This design comes from an exercise in tuning for a short achievable clock period and few clock cycles on the open sky130 flow, not from production work. The RTL was checked by simulation tests, not by an equivalence proof against the original design.

`flow/run.sh`:
```
#!/bin/bash
# synth_recipe.tcl (not shown) runs the flow's synth.tcl, then flattens the netlist and writes it again
# the make line also repeats each setting of config.mk as NAME=value (left out here)
make -C /OpenROAD-flow-scripts/flow DESIGN_CONFIG=/design/flow/config.mk WORK_HOME=/design/flow/orfs CLKGATE_MAP_FILE= SYNTH_SCRIPT=/design/flow/synth_recipe.tcl finish
```
`flow/config.mk`:
```
export PLATFORM = sky130hd
export DESIGN_NAME = cpu
export DESIGN_NICKNAME = cpu
export VERILOG_FILES = /design/flow/design.v
export SDC_FILE = /design/flow/constraint.sdc
export NUM_CORES = 8
export LEC_CHECK = 0
export CAP_MARGIN = 20
export CORE_MARGIN = 2
export CORE_UTILIZATION = 40
export SETUP_SLACK_MARGIN = 2
export SLEW_MARGIN = 20
```
`flow/constraint.sdc`:
```
create_clock -name core_clock -period 10.5 [get_ports {clk}]
set_input_delay 2.1000 -clock core_clock [delete_from_list [all_inputs] [get_ports {clk}]]
set_output_delay 2.1000 -clock core_clock [all_outputs]
set_load 0.01 [all_outputs]
```
`flow/design.v`:
```
module unit_adder(
    input logic a, b, cin, 
    output logic g, p, s, cout
); 
assign g = a & b;     
assign p = a ^ b;     
assign s = p ^ cin;   
assign cout = g | (p & cin); 
endmodule 
module gp_block(
    input logic g_l, g_h, p_l, p_h, cin,  
    output logic g_hl, p_hl,  
    output logic cin_h, cin_l  
);
assign g_hl = g_h | (g_l & p_h); 
assign p_hl = p_h & p_l; 
assign cin_h = g_l  | (p_l & (cin_l)); 
assign cin_l = cin; 
endmodule
module cla(
    input logic[31:0] A, B, 
    input logic Cin, 
    output logic[31:0] S
);
logic[1:0] gp_1[31:0];  
logic[1:0] gp_2[15:0];  
logic[1:0] gp_3[7:0];
logic[1:0] gp_4[3:0];
logic[1:0] gp_5[1:0]; 
logic cin_1 [31:0];  
logic cin_2 [15:0];  
logic cin_3 [8:0];
logic cin_4 [3:0];
logic cin_5 [1:0];  
genvar k; 
generate 
    for(k = 0; k < 32; k += 1) begin
        unit_adder L1(.a(A[k]), .b(B[k]), .cin(cin_1[k]), .s(S[k]), .g(gp_1[k][1]), .p(gp_1[k][0])); 
    end
endgenerate
generate 
    for(k = 0; k < 16; k += 1) begin
        gp_block L2(.g_l(gp_1[k*2][1]), .g_h(gp_1[k*2 + 1][1]), .p_l(gp_1[k*2][0]), .p_h(gp_1[k*2 + 1][0]), .cin(cin_2[k]), 
                    .cin_l(cin_1[k * 2]), .cin_h(cin_1[k*2 + 1]),
                    .g_hl(gp_2[k][1]), .p_hl(gp_2[k][0])); 
    end
endgenerate 
generate 
    for(k = 0; k < 8; k += 1) begin
        gp_block L3(.g_l(gp_2[k*2][1]), .g_h(gp_2[k*2 + 1][1]), .p_l(gp_2[k*2][0]), .p_h(gp_2[k*2 + 1][0]), .cin(cin_3[k]), 
                    .cin_l(cin_2[k * 2]), .cin_h(cin_2[k*2 + 1]),
                    .g_hl(gp_3[k][1]), .p_hl(gp_3[k][0])); 
    end
endgenerate 
generate 
    for(k = 0; k < 4; k += 1) begin
        gp_block L4(.g_l(gp_3[k*2][1]), .g_h(gp_3[k*2 + 1][1]), .p_l(gp_3[k*2][0]), .p_h(gp_3[k*2 + 1][0]), .cin(cin_4[k]), 
                    .cin_l(cin_3[k * 2]), .cin_h(cin_3[k*2 + 1]),
                    .g_hl(gp_4[k][1]), .p_hl(gp_4[k][0])); 
    end
endgenerate 
generate 
    for(k = 0; k < 2; k += 1) begin
        gp_block L5(.g_l(gp_4[k*2][1]), .g_h(gp_4[k*2 + 1][1]), .p_l(gp_4[k*2][0]), .p_h(gp_4[k*2 + 1][0]), .cin(cin_5[k]), 
                    .cin_l(cin_4[k * 2]), .cin_h(cin_4[k*2 + 1]),
                    .g_hl(gp_5[k][1]), .p_hl(gp_5[k][0])); 
    end
endgenerate 
gp_block L6(.g_l(gp_5[0][1]), .g_h(gp_5[1][1]), .p_l(gp_5[0][0]), .p_h(gp_5[1][0]),
            .cin(Cin), .cin_l(cin_5[0]), .cin_h(cin_5[1])); 
endmodule
module arith(
    input logic[31:0] A, B, 
    input logic AFN,
    output logic[31:0] S,
    output logic z, v, n   
);
logic[31:0] B_in;  
assign B_in = B ^ {32{AFN}}; 
cla ADDER(.A(A), .B(B_in), .Cin(AFN), .S(S)); 
assign z = (S == 32'd0) ? 1'b1 : 1'b0; 
assign n = S[31] == 1'b1 ? 1'b1 : 1'b0; 
assign v = (A[31] & B_in[31] & ~S[31]) | (~A[31] & ~B_in[31] & S[31]);
endmodule 
module bool_func(
    input logic [31:0] A, B,     
    input logic [3:0] BFN,
    output logic[31:0] Y
);
always_comb begin
    for(integer i = 0; i < 32; i += 1) 
        Y[i] = BFN[{B[i], A[i]}]; 
end
endmodule
module cmp (
    input logic z, v, n, 
    input logic[1:0] CFN,
    output logic[31:0] Y
);
assign Y = CFN == 2'b01 ? {{31{1'b0}}, z} : 
           (CFN == 2'b10 ? {{31{1'b0}}, n ^ v} : 
            {{31{1'b0}}, z | (n ^ v) }
           ); 
endmodule 
module shifter(
    input logic[31:0] A, 
    input logic[4:0] B,
    input logic [1:0] SFN,
    output logic[31:0] Y
); 
logic[31:0] A_0, A_1, A_2, A_3, A_4;  
logic [31:0] A_in;  
logic extend_bit; 
assign extend_bit = SFN[1] ? A[31] : 1'b0; 
always_comb begin: A_IN_LOGIC
    if(~SFN[0])
        A_in = A; 
    else begin
        for(integer i = 0; i < 32; i += 1) begin
            A_in[i] = A[31 - i]; 
        end
    end
end
assign A_0 = B[0] ? {A_in[30:0], extend_bit} : A_in; 
assign A_1 = B[1] ? {A_0[29:0], {2{extend_bit}}} : A_0; 
assign A_2 = B[2] ? {A_1[27:0], {4{extend_bit}}} : A_1; 
assign A_3 = B[3] ? {A_2[23:0], {8{extend_bit}}} : A_2; 
assign A_4 = B[4] ? {A_3[15:0], {16{extend_bit}}} : A_3; 
always_comb begin: Y_LOGIC
    if(~SFN[0])
        Y = A_4; 
    else begin
        for(integer i = 0; i < 32; i += 1) begin
            Y[i] = A_4[31 - i]; 
        end
    end
end 
endmodule 
module alu (
    input logic [31:0] A, B,
    input logic[5:0] FN,
    output logic[31:0] Y
);
logic[31:0] shift_o, bool_o, arith_o, cmp_o;  
logic n, z, v; 
logic[31:0] sub_outputs[3:0]; 
arith ARTH (.A(A), .B(B), .AFN(FN[0]), .z(z), .v(v), .n(n), .S(arith_o)); 
shifter SHIFT(.A(A), .B(B[4:0]), .SFN(FN[1:0]), .Y(shift_o)); 
bool_func BOOL(.A(A), .B(B), .BFN(FN[3:0]), .Y(bool_o));
cmp CMP(.CFN(FN[2:1]), .Y(cmp_o), .z(z), .v(v), .n(n)); 
always_comb begin
    Y = 32'd0; 
    case(FN[5:4])
        2'b11: Y = shift_o; 
        2'b10: Y = bool_o; 
        2'b01: Y = arith_o;
        2'b00: Y = cmp_o; 
    endcase 
end
endmodule
module le_reg(
    input logic clk, n_rst, 
    input logic[31:0] load_data, 
    input logic load_en, 
    output logic[31:0] data_out
);
always_ff @(posedge clk, negedge n_rst) begin
    if(~n_rst)
        data_out <= 'b0; 
    else if (load_en) 
        data_out <= load_data; 
end 
endmodule 
module register_file(
    input logic clk, n_rst,
    input logic[4:0] RA1, RA2, WA,
    input logic[31:0] WD,
    input logic WE,
    output logic[31:0] RD1, RD2
);
logic[31:0] WA_dec; 
logic[31:0] reg_outputs[31:0]; 
genvar i; 
generate 
    for(i = 0; i < 31; i += 1)
        le_reg REGX(.clk(clk), .n_rst(n_rst), .load_en(WE & WA_dec[i]), .load_data(WD), .data_out(reg_outputs[i])); 
endgenerate 
always_comb begin: READING_REGISTERS
    RD1 = 'b0; 
    RD2 = 'b0; 
    if(RA1 != 5'd31)
        RD1 = reg_outputs[RA1]; 
    if(RA2 != 5'd31)
        RD2 = reg_outputs[RA2]; 
end
always_comb begin: WA_DECODER_LOGIC
    WA_dec = 'b0; 
    WA_dec[WA] = 1'b1; 
end
endmodule 
module control (
    input logic[5:0] op_code,
    input logic Z, 
    input logic RESET, IRQ, 
    output logic[5:0] ALUFN,
    output logic ASEL, BSEL,
    output logic MOE, MWR, 
    output logic[2:0] PCSEL, 
    output logic RA2SEL,
    output logic WASEL,
    output logic[1:0] WDSEL,
    output logic WERF
);
enum logic[5:0] {CMPEQ = 6'b000011, CMPLT = 6'b000101, CMPLE = 6'b000111,
                 ADD = 6'b010000, SUB = 6'b010001, SHL = 6'b110000,
                 SHR = 6'b110001, SRA = 6'b110011, AFN = 6'b101010, 
                 AND = 6'b101000, OR = 6'b101110, XOR = 6'b100110, XNOR = 6'b101001} ALU_OP; 
always_comb begin
    if(RESET) begin
        ASEL = 1'b0;
        BSEL = 1'b0;
        MOE = 1'b0; 
        MWR = 1'b0; 
        PCSEL = 3'b00; 
        RA2SEL = 1'b0; 
        WASEL = 1'b0; 
        WDSEL = 2'b00;
        WERF = 1'b0; 
        ALUFN = AFN; 
    end
    else if(IRQ) begin
        ASEL = 1'b0;
        BSEL = 1'b0;
        MOE = 1'b0; 
        MWR = 1'b0; 
        PCSEL = 3'b100; 
        RA2SEL = 1'b0; 
        WASEL = 1'b1; 
        WDSEL = 2'b00;
        WERF = 1'b1; 
        ALUFN = AFN; 
    end 
    else begin
        case(op_code)
            6'h0: begin
                ASEL = 1'b0;
                BSEL = 1'b0;
                MOE = 1'b0; 
                MWR = 1'b0; 
                PCSEL = 3'b00; 
                RA2SEL = 1'b0; 
                WASEL = 1'b0; 
                WDSEL = 2'b00;
                WERF = 1'b0; 
                ALUFN = AFN; 
            end 
            6'h20: begin
                ASEL = 1'b0;
                BSEL = 1'b0;
                MOE = 1'b0; 
                MWR = 1'b0; 
                PCSEL = 3'b00; 
                RA2SEL = 1'b0; 
                WASEL = 1'b0; 
                WDSEL = 2'b01;
                WERF = 1'b1; 
                ALUFN = ADD; 
            end
            6'h21: begin
                ASEL = 1'b0;
                BSEL = 1'b0;
                MOE = 1'b0; 
                MWR = 1'b0; 
                PCSEL = 3'b00; 
                RA2SEL = 1'b0; 
                WASEL = 1'b0; 
                WDSEL = 2'b01;
                WERF = 1'b1; 
                ALUFN = SUB; 
            end
            6'h28: begin
                ASEL = 1'b0;
                BSEL = 1'b0;
                MOE = 1'b0; 
                MWR = 1'b0; 
                PCSEL = 3'b00; 
                RA2SEL = 1'b0; 
                WASEL = 1'b0; 
                WDSEL = 2'b01;
                WERF = 1'b1; 
                ALUFN = AND; 
            end
            6'h24: begin
                ASEL = 1'b0;
                BSEL = 1'b0;
                MOE = 1'b0; 
                MWR = 1'b0; 
                PCSEL = 3'b00; 
                RA2SEL = 1'b0; 
                WASEL = 1'b0; 
                WDSEL = 2'b01;
                WERF = 1'b1; 
                ALUFN = CMPEQ; 
            end
            6'h26: begin
                ASEL = 1'b0;
                BSEL = 1'b0;
                MOE = 1'b0; 
                MWR = 1'b0; 
                PCSEL = 3'b00; 
                RA2SEL = 1'b0; 
                WASEL = 1'b0; 
                WDSEL = 2'b01;
                WERF = 1'b1; 
                ALUFN = CMPLE; 
            end
            6'h25: begin
                ASEL = 1'b0;
                BSEL = 1'b0;
                MOE = 1'b0; 
                MWR = 1'b0; 
                PCSEL = 3'b00; 
                RA2SEL = 1'b0; 
                WASEL = 1'b0; 
                WDSEL = 2'b01;
                WERF = 1'b1; 
                ALUFN = CMPLT; 
            end
            6'h29: begin
                ASEL = 1'b0;
                BSEL = 1'b0;
                MOE = 1'b0; 
                MWR = 1'b0; 
                PCSEL = 3'b00; 
                RA2SEL = 1'b0; 
                WASEL = 1'b0; 
                WDSEL = 2'b01;
                WERF = 1'b1; 
                ALUFN = OR; 
            end
            6'h2C: begin
                ASEL = 1'b0;
                BSEL = 1'b0;
                MOE = 1'b0; 
                MWR = 1'b0; 
                PCSEL = 3'b00; 
                RA2SEL = 1'b0; 
                WASEL = 1'b0; 
                WDSEL = 2'b01;
                WERF = 1'b1; 
                ALUFN = SHL; 
            end
            6'h2D: begin
                ASEL = 1'b0;
                BSEL = 1'b0;
                MOE = 1'b0; 
                MWR = 1'b0; 
                PCSEL = 3'b00; 
                RA2SEL = 1'b0; 
                WASEL = 1'b0; 
                WDSEL = 2'b01;
                WERF = 1'b1; 
                ALUFN = SHR; 
            end
            6'h2E: begin
                ASEL = 1'b0;
                BSEL = 1'b0;
                MOE = 1'b0; 
                MWR = 1'b0; 
                PCSEL = 3'b00; 
                RA2SEL = 1'b0; 
                WASEL = 1'b0; 
                WDSEL = 2'b01;
                WERF = 1'b1; 
                ALUFN = SRA; 
            end
            6'h2A: begin
                ASEL = 1'b0;
                BSEL = 1'b0;
                MOE = 1'b0; 
                MWR = 1'b0; 
                PCSEL = 3'b00; 
                RA2SEL = 1'b0; 
                WASEL = 1'b0; 
                WDSEL = 2'b01;
                WERF = 1'b1; 
                ALUFN = XOR; 
            end
            6'h2B: begin
                ASEL = 1'b0;
                BSEL = 1'b0;
                MOE = 1'b0; 
                MWR = 1'b0; 
                PCSEL = 3'b00; 
                RA2SEL = 1'b0; 
                WASEL = 1'b0; 
                WDSEL = 2'b01;
                WERF = 1'b1; 
                ALUFN = XNOR; 
            end
            6'h30: begin
                ASEL = 1'b0;
                BSEL = 1'b1;
                MOE = 1'b0; 
                MWR = 1'b0; 
                PCSEL = 3'b00; 
                RA2SEL = 1'b0; 
                WASEL = 1'b0; 
                WDSEL = 2'b01;
                WERF = 1'b1; 
                ALUFN = ADD; 
            end
            6'h31: begin
                ASEL = 1'b0;
                BSEL = 1'b1;
                MOE = 1'b0; 
                MWR = 1'b0; 
                PCSEL = 3'b00; 
                RA2SEL = 1'b0; 
                WASEL = 1'b0; 
                WDSEL = 2'b01;
                WERF = 1'b1; 
                ALUFN = SUB; 
            end
            6'h38: begin
                ASEL = 1'b0;
                BSEL = 1'b1;
                MOE = 1'b0; 
                MWR = 1'b0; 
                PCSEL = 3'b00; 
                RA2SEL = 1'b0; 
                WASEL = 1'b0; 
                WDSEL = 2'b01;
                WERF = 1'b1; 
                ALUFN = AND; 
            end
            6'h34: begin
                ASEL = 1'b0;
                BSEL = 1'b1;
                MOE = 1'b0; 
                MWR = 1'b0; 
                PCSEL = 3'b00; 
                RA2SEL = 1'b0; 
                WASEL = 1'b0; 
                WDSEL = 2'b01;
                WERF = 1'b1; 
                ALUFN = CMPEQ; 
            end
            6'h36: begin
            ASEL = 1'b0;
                BSEL = 1'b1;
                MOE = 1'b0; 
                MWR = 1'b0; 
                PCSEL = 3'b00; 
                RA2SEL = 1'b0; 
                WASEL = 1'b0; 
                WDSEL = 2'b01;
                WERF = 1'b1; 
                ALUFN = CMPLE; 
            end
            6'h35: begin
                ASEL = 1'b0;
                BSEL = 1'b1;
                MOE = 1'b0; 
                MWR = 1'b0; 
                PCSEL = 3'b00; 
                RA2SEL = 1'b0; 
                WASEL = 1'b0; 
                WDSEL = 2'b01;
                WERF = 1'b1; 
                ALUFN = CMPLT; 
            end
            6'h39: begin
                ASEL = 1'b0;
                BSEL = 1'b1;
                MOE = 1'b0; 
                MWR = 1'b0; 
                PCSEL = 3'b00; 
                RA2SEL = 1'b0; 
                WASEL = 1'b0; 
                WDSEL = 2'b01;
                WERF = 1'b1; 
                ALUFN = OR; 
            end
            6'h3C: begin
                ASEL = 1'b0;
                BSEL = 1'b1;
                MOE = 1'b0; 
                MWR = 1'b0; 
                PCSEL = 3'b00; 
                RA2SEL = 1'b0; 
                WASEL = 1'b0; 
                WDSEL = 2'b01;
                WERF = 1'b1; 
                ALUFN = SHL; 
            end
            6'h3D: begin
                ASEL = 1'b0;
                BSEL = 1'b1;
                MOE = 1'b0; 
                MWR = 1'b0; 
                PCSEL = 3'b00; 
                RA2SEL = 1'b0; 
                WASEL = 1'b0; 
                WDSEL = 2'b01;
                WERF = 1'b1; 
                ALUFN = SHR; 
            end
            6'h3E: begin
                ASEL = 1'b0;
                BSEL = 1'b1;
                MOE = 1'b0; 
                MWR = 1'b0; 
                PCSEL = 3'b00; 
                RA2SEL = 1'b0; 
                WASEL = 1'b0; 
                WDSEL = 2'b01;
                WERF = 1'b1; 
                ALUFN = SRA; 
            end
            6'h3A: begin
                ASEL = 1'b0;
                BSEL = 1'b1;
                MOE = 1'b0; 
                MWR = 1'b0; 
                PCSEL = 3'b00; 
                RA2SEL = 1'b0; 
                WASEL = 1'b0; 
                WDSEL = 2'b01;
                WERF = 1'b1; 
                ALUFN = XOR; 
            end
            6'h3B: begin
                ASEL = 1'b0;
                BSEL = 1'b1;
                MOE = 1'b0; 
                MWR = 1'b0; 
                PCSEL = 3'b00; 
                RA2SEL = 1'b0; 
                WASEL = 1'b0; 
                WDSEL = 2'b01;
                WERF = 1'b1; 
                ALUFN = XNOR; 
            end
            6'h18: begin
                ASEL = 1'b0;
                BSEL = 1'b1;
                MOE = 1'b1; 
                MWR = 1'b0; 
                PCSEL = 3'b00; 
                RA2SEL = 1'b0; 
                WASEL = 1'b0; 
                WDSEL = 2'b10;
                WERF = 1'b1; 
                ALUFN = ADD; 
            end
            6'h19: begin
                ASEL = 1'b0;
                BSEL = 1'b1;
                MOE = 1'b0; 
                MWR = 1'b1; 
                PCSEL = 3'b00; 
                RA2SEL = 1'b1; 
                WASEL = 1'b0; 
                WDSEL = 2'b00;
                WERF = 1'b0; 
                ALUFN = ADD; 
            end
            6'h1F: begin
                ASEL = 1'b1;
                BSEL = 1'b0;
                MOE = 1'b1; 
                MWR = 1'b0; 
                PCSEL = 3'b00; 
                RA2SEL = 1'b0; 
                WASEL = 1'b0; 
                WDSEL = 2'b10;
                WERF = 1'b1; 
                ALUFN = AFN; 
            end
            6'h1B: begin
                ASEL = 1'b0;
                BSEL = 1'b0;
                MOE = 1'b0; 
                MWR = 1'b0; 
                PCSEL = 3'b10; 
                RA2SEL = 1'b0; 
                WASEL = 1'b0; 
                WDSEL = 2'b00;
                WERF = 1'b1; 
                ALUFN = AFN; 
            end
            6'h1C: begin
                ASEL = 1'b0;
                BSEL = 1'b0;
                MOE = 1'b0; 
                MWR = 1'b0; 
                PCSEL = Z ? 3'b01: 3'b00; 
                RA2SEL = 1'b0; 
                WASEL = 1'b0; 
                WDSEL = 2'b00;
                WERF = 1'b1; 
                ALUFN = AFN; 
            end 
            6'h1D: begin
                ASEL = 1'b0;
                BSEL = 1'b0;
                MOE = 1'b0; 
                MWR = 1'b0; 
                PCSEL = Z ? 3'b0 : 3'b1; 
                RA2SEL = 1'b0; 
                WASEL = 1'b0; 
                WDSEL = 2'b00;
                WERF = 1'b1; 
                ALUFN = XNOR; 
            end
            default: begin
                ASEL = 1'b0;
                BSEL = 1'b0;
                MOE = 1'b0; 
                MWR = 1'b0; 
                PCSEL = 3'b11; 
                RA2SEL = 1'b0; 
                WASEL = 1'b1; 
                WDSEL = 2'b00;
                WERF = 1'b1; 
                ALUFN = AFN; 
            end 
        endcase 
    end
end 
endmodule
module IF(
    input logic clk, n_rst,
    input logic bt, jt, irq, stall, reset, RF_exp, 
    input logic[31:0] rd1, 
    input logic[31:0] id, 
    input logic[31:0] pc_offset,
    output logic[31:0] pc,
    output logic[31:0] id_RF, pc_RF
);
localparam BNE_XP = 32'h77df0000;
localparam NOP = 32'h83fff800; 
localparam Reset = 32'h80000000;  
localparam Illop = 32'h80000004;   
localparam XAdr  = 32'h80000008;  
logic[31:0] next_pc;
logic[31:0] next_id_RF;  
logic[31:0] pc_incr;
assign pc_incr = pc + 32'd4;
always_ff @(posedge clk, negedge n_rst) begin: REG_LOGIC_WITH_STALLS
    if(~n_rst) begin
        pc <= 'b0; 
        id_RF <= NOP; 
        pc_RF <= 'b0; 
    end
    else begin
        pc <= stall ? pc : next_pc;
        id_RF <= stall ? id_RF : next_id_RF; 
        pc_RF <= stall ? pc_RF : {pc[31], pc_incr[30:0]}; 
    end
end
always_comb begin: NEXT_PC_LOGIC
    next_pc = {pc[31], pc_incr[30:0]};  
    if(reset)
        next_pc = Reset; 
    else if(RF_exp)
        next_pc = Illop; 
    else if(jt) begin
        next_pc = {pc[31] & rd1[31], rd1[30:0]}; 
    end
    else if(bt) 
        next_pc = {pc[31], pc_offset[30:0]}; 
    else if(irq && ~pc[31])  
        next_pc = XAdr; 
end 
always_comb begin: ID_RF_LOGIC
    next_id_RF = id; 
    if(bt || jt || RF_exp) begin
        next_id_RF = NOP; 
    end
    else if(irq && ~pc[31]) begin  
        next_id_RF = BNE_XP; 
    end
end
endmodule 
module RF(
    input clk, n_rst, 
    input logic[31:0] pc_RF, id_RF, 
    input logic[31:0] y, 
    input logic[31:0] pc_MEM, id_MEM, y_MEM,
    input logic[31:0] pc_WB, id_WB, wd,
    input logic[31:0] rd1, rd2, 
    output logic[31:0] pc_ALU, id_ALU, 
    output logic stall, 
    output logic[31:0] a_ALU, b_ALU, d_ALU, 
    output logic[4:0] ra1, ra2,
    output logic bt, jt, RF_exp, 
    output logic[31:0] pc_offset,
    output logic[31:0] jt_addr
);
localparam BNE_XP = 32'h77df0000;
localparam NOP = 32'h83fff800; 
logic[31:0] next_id_ALU, next_a_ALU, next_b_ALU; 
logic[31:0] rd1_bypass, rd2_bypass; 
logic z, ASEL, BSEL, RA2SEL; 
logic[2:0] PCSEL; 
logic[5:0] op_code; 
logic[4:0] Ra, Rb, Rc; 
logic[15:0] C; 
logic[31:0] SXT_C ;  
control CRTL(
    .op_code (op_code),
    .Z(z),
    .RESET(1'b0),
    .IRQ(1'b0), 
    .ASEL(ASEL), .BSEL(BSEL), 
    .RA2SEL(RA2SEL), 
    .PCSEL(PCSEL)
);
assign Ra = id_RF[20:16];
assign op_code = id_RF[31:26];
assign Rb = id_RF[15:11];
assign Rc = id_RF[25:21]; 
assign C = id_RF[15:0]; 
assign SXT_C = {{16{C[15]}}, C}; 
assign z = ~(|rd1_bypass); 
assign jt_addr = rd1_bypass; 
assign pc_offset = pc_RF + (SXT_C << 2); 
assign jt = op_code == 6'h1B ? 1'b1 : 1'b0; 
assign bt = (op_code == 6'h1c && z) || (op_code == 6'h1d && ~z) ? 1'b1 : 1'b0; 
assign next_a_ALU = ASEL ? pc_offset : rd1_bypass; 
assign next_b_ALU = BSEL ? SXT_C : rd2_bypass; 
assign ra1 = Ra; 
assign ra2 = RA2SEL ? Rc : Rb; 
assign RF_exp = (PCSEL == 3'b011) ? 1'b1 : 1'b0; 
logic wr_ALU, wr_MEM, wr_WB; 
assign wr_ALU = id_ALU[31:26] != 6'h19 && id_ALU[31:26] != 6'h00; 
assign wr_MEM = id_MEM[31:26] != 6'h19 && id_MEM[31:26] != 6'h00; 
assign wr_WB = id_WB[31:26] != 6'h19 && id_WB[31:26] != 6'h00; 
always_ff @(posedge clk, negedge n_rst) begin: REG_LOGIC
    if(~n_rst) begin
        pc_ALU <= 'b0; 
        id_ALU <= NOP; 
        a_ALU <= 'b0; 
        b_ALU <= 'b0; 
        d_ALU <= 'b0; 
    end
    else begin
        pc_ALU <= pc_RF; 
        id_ALU <= next_id_ALU; 
        a_ALU <= next_a_ALU; 
        b_ALU <= next_b_ALU; 
        d_ALU <= rd2_bypass; 
    end 
end
always_comb begin: STALL_LOGIC 
    rd1_bypass = rd1; 
    rd2_bypass = rd2; 
    stall = 1'b0; 
    if(op_code != 6'd0) begin
        if(Ra == id_ALU[25:21] && Ra != 5'd31 && wr_ALU) begin
            if(id_ALU[31:26] == 6'h18 || id_ALU[31:26] == 6'h1f) begin
                stall = 1'b1; 
            end  
            else if(id_ALU[31:26] != 6'h19) begin  
                if(id_ALU[31:26] == 6'h1c || id_ALU[31:26] == 6'h1d || id_ALU[31:26] == 6'h1b)
                    rd1_bypass = pc_ALU; 
                else begin  
                    rd1_bypass = y; 
                end
            end
        end  
        else if(Ra == id_MEM[25:21] && Ra != 5'd31 && wr_MEM) begin 
            if(id_MEM[31:26] == 6'h18 || id_MEM[31:26] == 6'h1f) begin
                stall = 1'b1; 
            end  
            else if(id_MEM[31:26] != 6'h19) begin  
                if(id_MEM[31:26] == 6'h1c || id_MEM[31:26] == 6'h1d || id_MEM[31:26] == 6'h1b)
                    rd1_bypass = pc_MEM; 
                else begin  
                    rd1_bypass = y_MEM; 
                end
            end
        end  
        else if(Ra == id_WB[25:21] && Ra != 5'd31 && wr_WB) begin 
            if(id_WB[31:26] != 6'h19) begin  
                if(id_WB[31:26] == 6'h1c || id_WB[31:26] == 6'h1d || id_WB[31:26] == 6'h1b)
                    rd1_bypass = pc_WB; 
                else begin  
                    rd1_bypass = wd; 
                end
            end
        end
        if(op_code[5:4] == 2'b10) begin
            if(Rb == id_ALU[25:21] && Rb != 5'd31 && wr_ALU) begin
                if(id_ALU[31:26] == 6'h18 || id_ALU[31:26] == 6'h1f) begin
                    stall = 1'b1; 
                end  
                else if(id_ALU[31:26] != 6'h19) begin  
                    if(id_ALU[31:26] == 6'h1c || id_ALU[31:26] == 6'h1d || id_ALU[31:26] == 6'h1b)
                        rd2_bypass = pc_ALU; 
                    else begin  
                        rd2_bypass = y; 
                    end
                end
            end  
            else if(Rb == id_MEM[25:21] && Rb != 5'd31 && wr_MEM) begin 
                if(id_MEM[31:26] == 6'h18 || id_MEM[31:26] == 6'h1f) begin
                    stall = 1'b1; 
                end  
                else if(id_MEM[31:26] != 6'h19) begin  
                    if(id_MEM[31:26] == 6'h1c || id_MEM[31:26] == 6'h1d || id_MEM[31:26] == 6'h1b)
                        rd2_bypass = pc_MEM; 
                    else begin  
                        rd2_bypass = y_MEM; 
                    end
                end
            end  
            else if(Rb == id_WB[25:21] && Rb != 5'd31 && wr_WB) begin 
                if(id_WB[31:26] != 6'h19) begin  
                    if(id_WB[31:26] == 6'h1c || id_WB[31:26] == 6'h1d || id_WB[31:26] == 6'h1b)
                        rd2_bypass = pc_WB; 
                    else begin  
                        rd2_bypass = wd; 
                    end
                end
            end
        end
        if(op_code == 6'h19) begin
            if(Rc == id_ALU[25:21] && Rc != 5'd31 && wr_ALU) begin
                if(id_ALU[31:26] == 6'h18 || id_ALU[31:26] == 6'h1f) begin
                    stall = 1'b1; 
                end  
                else if(id_ALU[31:26] != 6'h19) begin  
                    if(id_ALU[31:26] == 6'h1c || id_ALU[31:26] == 6'h1d || id_ALU[31:26] == 6'h1b)
                        rd2_bypass = pc_ALU; 
                    else begin  
                        rd2_bypass = y; 
                    end
                end
            end  
            else if(Rc == id_MEM[25:21] && Rc != 5'd31 && wr_MEM) begin 
                if(id_MEM[31:26] == 6'h18 || id_MEM[31:26] == 6'h1f) begin
                    stall = 1'b1; 
                end  
                else if(id_MEM[31:26] != 6'h19) begin  
                    if(id_MEM[31:26] == 6'h1c || id_MEM[31:26] == 6'h1d || id_MEM[31:26] == 6'h1b)
                        rd2_bypass = pc_MEM; 
                    else begin  
                        rd2_bypass = y_MEM; 
                    end
                end
            end  
            else if(Rc == id_WB[25:21] && Rc != 5'd31 && wr_WB) begin 
                if(id_WB[31:26] != 6'h19) begin  
                    if(id_WB[31:26] == 6'h1c || id_WB[31:26] == 6'h1d || id_WB[31:26] == 6'h1b)
                        rd2_bypass = pc_WB; 
                    else begin  
                        rd2_bypass = wd; 
                    end
                end
            end
        end 
    end 
end
always_comb begin: ID_ALU_LOGIC
    next_id_ALU = id_RF; 
    if(stall)
        next_id_ALU = NOP; 
    else if(RF_exp)
        next_id_ALU = BNE_XP; 
end
endmodule
module ALU(
    input logic clk, n_rst, 
    input logic[31:0] id_ALU, pc_ALU, a_ALU, b_ALU, d_ALU,
    output logic[31:0] y, y_MEM, pc_MEM, id_MEM, d_MEM
); 
localparam NOP = 32'h83fff800; 
logic[5:0] ALUFN; 
always_ff @(posedge clk, negedge n_rst) begin
    if(~n_rst) begin
        pc_MEM <= 'b0; 
        id_MEM <= NOP; 
        y_MEM <= 'b0; 
        d_MEM <= 'b0; 
    end
    else begin
        y_MEM <= y; 
        pc_MEM <= pc_ALU; 
        id_MEM <= id_ALU; 
        d_MEM <= d_ALU; 
    end
end 
alu alu(
    .A(a_ALU),
    .B(b_ALU),
    .FN(ALUFN), 
    .Y(y)
); 
control CTRL(
    .op_code(id_ALU[31:26]),
    .Z(1'b0), 
    .RESET(1'b0),
    .IRQ(1'b0),
    .ALUFN(ALUFN)
); 
endmodule 
module MEM (
    input logic clk, n_rst, 
    input logic[31:0] pc_MEM, id_MEM, y_MEM, 
    output logic[31:0] pc_WB, id_WB, y_WB,
    output logic MWR
); 
localparam NOP = 32'h83fff800; 
always_ff @(posedge clk, negedge n_rst) begin
    if(~n_rst) begin
        pc_WB <= 'b0; 
        id_WB <= NOP; 
        y_WB <= 'b0; 
    end
    else begin
        pc_WB <= pc_MEM; 
        id_WB <= id_MEM; 
        y_WB <= y_MEM; 
    end
end
control CTRL(
    .op_code(id_MEM[31:26]), 
    .Z(1'b0), 
    .RESET(1'b0),
    .IRQ(1'b0),
    .MWR(MWR)
); 
endmodule 
module WB(
    input logic clk, n_rst, 
    input logic[31:0] pc_WB, id_WB, y_WB, MRD, 
    output logic[4:0] wa, 
    output logic[31:0] wd, 
    output logic WERF 
);
assign wa = id_WB[25:21]; 
logic[1:0] WDSEL; 
control CTRL(
    .op_code(id_WB[31:26]), 
    .Z(1'b0), 
    .RESET(1'b0),
    .IRQ(1'b0),
    .WERF(WERF), 
    .WDSEL(WDSEL)
);
always_comb begin
    case(WDSEL)
    2'b00: wd = pc_WB; 
    2'b01: wd = y_WB; 
    2'b10: wd = MRD; 
    default: wd = 'b0; 
    endcase
end
endmodule 
module cpu (
    input logic clk, n_rst,
    input logic RESET, IRQ,
    input logic[31:0] ID,  
    input logic[31:0] MRD,  
    output logic[31:0] IA,  
    output logic[31:0] MWD,  
    output logic[31:0] MA,
    output logic MWR, MOE
);
logic bt, jt, stall, RF_exp; 
logic[31:0] rd1, rd2; 
logic[31:0] pc_offset; 
logic[31:0] jt_addr;  
logic[31:0] id_RF, pc_RF; 
logic[31:0] y, pc_MEM, id_MEM, y_MEM, pc_WB, id_WB, wd, y_WB; 
logic[31:0] pc_ALU, id_ALU, a_ALU, b_ALU, d_ALU, d_MEM; 
logic[4:0] ra1, ra2, wa;
logic WERF; 
assign MOE = 1'b1; 
assign MA = y_MEM; 
assign MWD = d_MEM; 
IF INSTRUCTION_FETCH(
    .clk(clk), .n_rst(n_rst),
    .bt(bt), .jt(jt), .irq(IRQ), .stall(stall), .reset(RESET), .RF_exp(RF_exp), 
    .rd1(jt_addr), 
    .id(ID), 
    .pc_offset(pc_offset),
    .pc(IA),
    .id_RF(id_RF), .pc_RF(pc_RF)
);
RF REGISTER_FILE_STAGE(.*);
ALU ALU(.*); 
MEM MEMORY_STAGE(.*);
WB WRITE_BACK(.*);
register_file REG_FILE(
    .clk(clk), .n_rst(n_rst),
    .RA1(ra1), .RA2(ra2), .WA(wa),
    .WD(wd),
    .WE(WERF),
    .RD1(rd1), .RD2(rd2)
);
endmodule 
```
==> summary.txt <==
## logic make-up (layout without fill, tap and decap cells)
logic type | Yosys count | in the layout | share of synthesized area (%)
AOI/OAI and AO/OA | 3436 | 3436 | 28.54
xor gates and xnor gates | 148 | 148 | 1.658
adders and majority gates | 81 | 81 | 1.450
buffers and inverters | 854 | 943 | 4.316
DFF | 1409 | 1409 | 45.15
muxes | 171 | 171 | 2.778
other | 1 | 74 | 0.004796
and+or+nand+nor | 2870 | 2870 | 16.10
## registers in the layout, summed over array words and instances, names as in the netlist
register                        cells
REGISTER_FILE_STAGE.id_ALU         11
ALU.d_MEM                          32
REG_FILE.genblk1.REGX.data_out    992
REGISTER_FILE_STAGE.a_ALU          32
INSTRUCTION_FETCH.pc               32
MEMORY_STAGE.pc_WB                 32
REGISTER_FILE_STAGE.d_ALU          32
REGISTER_FILE_STAGE.pc_ALU         32
ALU.y_MEM                          32
MEMORY_STAGE.id_WB                 11
ALU.pc_MEM                         32
MEMORY_STAGE.y_WB                  32
INSTRUCTION_FETCH.pc_RF            32
REGISTER_FILE_STAGE.b_ALU          32
INSTRUCTION_FETCH.id_RF            32
ALU.id_MEM                         11
## critical path, delay by kind of cell (launching register included)
kind / cells / cell delay (ps)
AOI/OAI and AO/OA: 22 / 4580
xor gates and xnor gates: 2 / 380
adders and majority gates: 2 / 680
buffers and inverters: 2 / 340
DFF: 1 / 440
muxes: 1 / 400
and+or+nand+nor: 12 / 2180
## cell type report
| class | count | area [sq um] | share of cell area (%) |
|---|---|---|---|
| clock buffers | 229 | 4653 | 5.124 |
| diodes | 73 | 182.7 | 0.2011 |
| well taps | 2542 | 3181 | 3.502 |
| repair buffers | 587 | 5114 | 5.631 |
| multi-input cells | 6707 | 41190 | 45.36 |
| flip-flops and latches | 1409 | 35310 | 38.88 |
| inverters | 59 | 221.5 | 0.2439 |
| clock inverters | 68 | 963.4 | 1.061 |
## cell usage after synthesis (all sizes together) (39+ instances only)
cell type  number
a21oi         841
ha             65
mux2           42
o22ai          81
mux2i          97
a222oi         85
dfrtp        1375
o31ai          46
a21o           39
buf           131
a211oi         87
clkbuf        664
xor2           64
nand3         150
nand2        1144
inv            58
a22oi         605
nor3          140
nand4         143
o211ai         51
and3           54
a31oi          62
a221oi        138
nor2          943
o21ai         916
xnor2          84
a22o          162
nor4           44
or3            41
and2           40
## what timing repair did
item,in CTS,in global routing
hold buffers,0,0
endpoints found under the setup margin,65,65
resized for setup,39,30
pin swaps,17,13
setup buffers,9,3
cloned,2,0
## layer usage
metal	track usage (%)	routed length [um]
met1	61.67	183500
met2	61.69	184200
met3	27.23	85320
met4	33.15	44730
met5	4.371	1339
## layout by cell type (no fill, tap or decap), types with 91 or more instances in the layout
| master | instances |
|---|---|
| nand3_1 | 141 |
| clkdlybuf4s50_1 | 163 |
| dfrtp_1 | 1369 |
| o21ai_0 | 884 |
| buf_4 | 394 |
| nand2_1 | 1129 |
| nor3_1 | 128 |
| clkbuf_16 | 160 |
| a21oi_1 | 791 |
| nand4_1 | 143 |
| mux2i_1 | 91 |
| a221oi_1 | 128 |
| a22o_1 | 161 |
| a22oi_1 | 602 |
| nor2_1 | 878 |
## metrics by stage
stage	instance area, sq um	hold WS [ps]	std cells
2_1_floorplan	78300	331.2	8970
3_5_place_dp	84470	334.7	11290
3_3_place_gp	84410	332.9	11280
6_report	90820	346.0	11670
4_1_cts	90350	348.9	11590
5_1_grt	90660	350.3	11610
## worst paths after layout
path / from / end / slack [ps]
max in group asynchronous: n_rst / REGISTER_FILE_STAGE.id_ALU[28] / 6850
hold / removal: ALU.pc_MEM[17] / MEMORY_STAGE.pc_WB[17] / 350
min in group asynchronous: n_rst / REG_FILE.genblk1[25].REGX.data_out[8] / 1170
setup / recovery: REGISTER_FILE_STAGE.id_ALU[27] / INSTRUCTION_FETCH.pc[10] / 1360
hold reg to reg: ALU.pc_MEM[17] / MEMORY_STAGE.pc_WB[17] / 350
setup reg to reg: REGISTER_FILE_STAGE.id_ALU[27] / INSTRUCTION_FETCH.pc[10] / 1360
==> reports/qor.yml <==
status: "complete, no violations"
portBuffers: 164
drc_errors: 0
start_util_pct: 40.18
dpl.hpwl_mm: 334.7
wl_per_cell_um: 42.76
pre_cts_slack_ps: 594.1
hold_viol: 0
setup_ws_ps: 1360
grt_usage_pct: 48.79
gp_congestion: 1.051
cp.arrival_ps: 9870
synth_top_area_share_pct: 44.00
yosysSeqAreaShare_pct: 45.15
rsz0062_at_grt: "yes"
synthTopCellsByArea: "dfrtp_1, a22oi_1, o21ai_0, nand2_1, a21oi_1"
hold_depth: 0
fin_skew_ps: 87.60
worst_setup_path_start_kind: "flop"
tns_ps: 0
grt_pass1_vias: 78670
drv_slew: 0
r2r_cells: 41
antenna_found_initial: 56
yosys.area.top_type: "dfrtp_1"
end_kind: "flop"
vias: 86910
worstMarginPinSlew_ps: 1431
num-fill-cells: 18640
firstDrtPassIters: 12
die_y_um: 446.1
core_sq_um: 194600
drt-vias-per-instance: 7.445
setup_violations: 0
ys_types: 112
max_stage_delay_ps: 460
io_pins: 166
fmax_mhz: 109.4
synth_edf_count: 0
cts_tree: "yes"
drtIter0Drc: 17620
nets: 9072
relSlewSlack_pct: 4.251
critPathMaxFanout: 11
min_path_type: "reg2reg"
clockRootBuffer: "clkbuf_16"
worstSetupPathType: "reg2reg"
yosys_most_used_dff: "dfrtp_1"
final_antenna_net_count: 0
synthesis.nets: 9119
htreeDepth: 4
async_flop_share_pct: 100.0
rows: 162
area_delta_synth_final_pct: 16.15
path_clk_slew_ps: 60
synth_seq_cells: 1409
drive_above_1_share_pct: 12.09
clock_path_buffers: 3
grt-ovfl-total: 0
syn_area_per_cell_sq_um: 8.717
fin_crit_ps: 9140
cts_buffers: 159
cp_slowest_cell: "or4b_4"
netlist_instances: 8970
ys_warn_count: 55
wirelength_mm: 499.1
worstPathRequired_ps: 11230
final_core_util_pct: 46.67
cap_violations: 0
die-area_sq_um: 199000
clk_latency_ps: 890
min_period_over_period_pct: 87.05
syn-cell-area_sq_um: 78190
die_x_um: 446.1
grt_pass1_wl_mm: 670.6
cts_sinks: 1409
grt_max_degree: 158
Testbench counts, summed over its fixed seeds: cycles 91,595.

## afterwards: timing with drivers on the ports
How much do the figures lean on ideal ports? The routed layout below was timed once more, with nothing changed but the port constraints. Step 1: set_driving_cell puts a clkbuf_16 on clk and a buf_2 on each other input, an assumption about the parent block. Step 2 moves the port delays by t, midway between the first and last clock arrival at a register: inputs arrive t later, outputs are due t later. That takes back most of the time a late clock gives input paths. a / b / c = ideal ports / drivers / drivers and shift; a / b = the first two.
t (ns): 0.945
setup slack, ns: 1.360 / 1.360 / 1.360
worst register clock-pin slew, ns: 0.07 / 0.07
After both steps this run still meets setup and hold. The setup slack of this run moves by 0.000 ns with the drivers and by 0.000 ns with both steps.
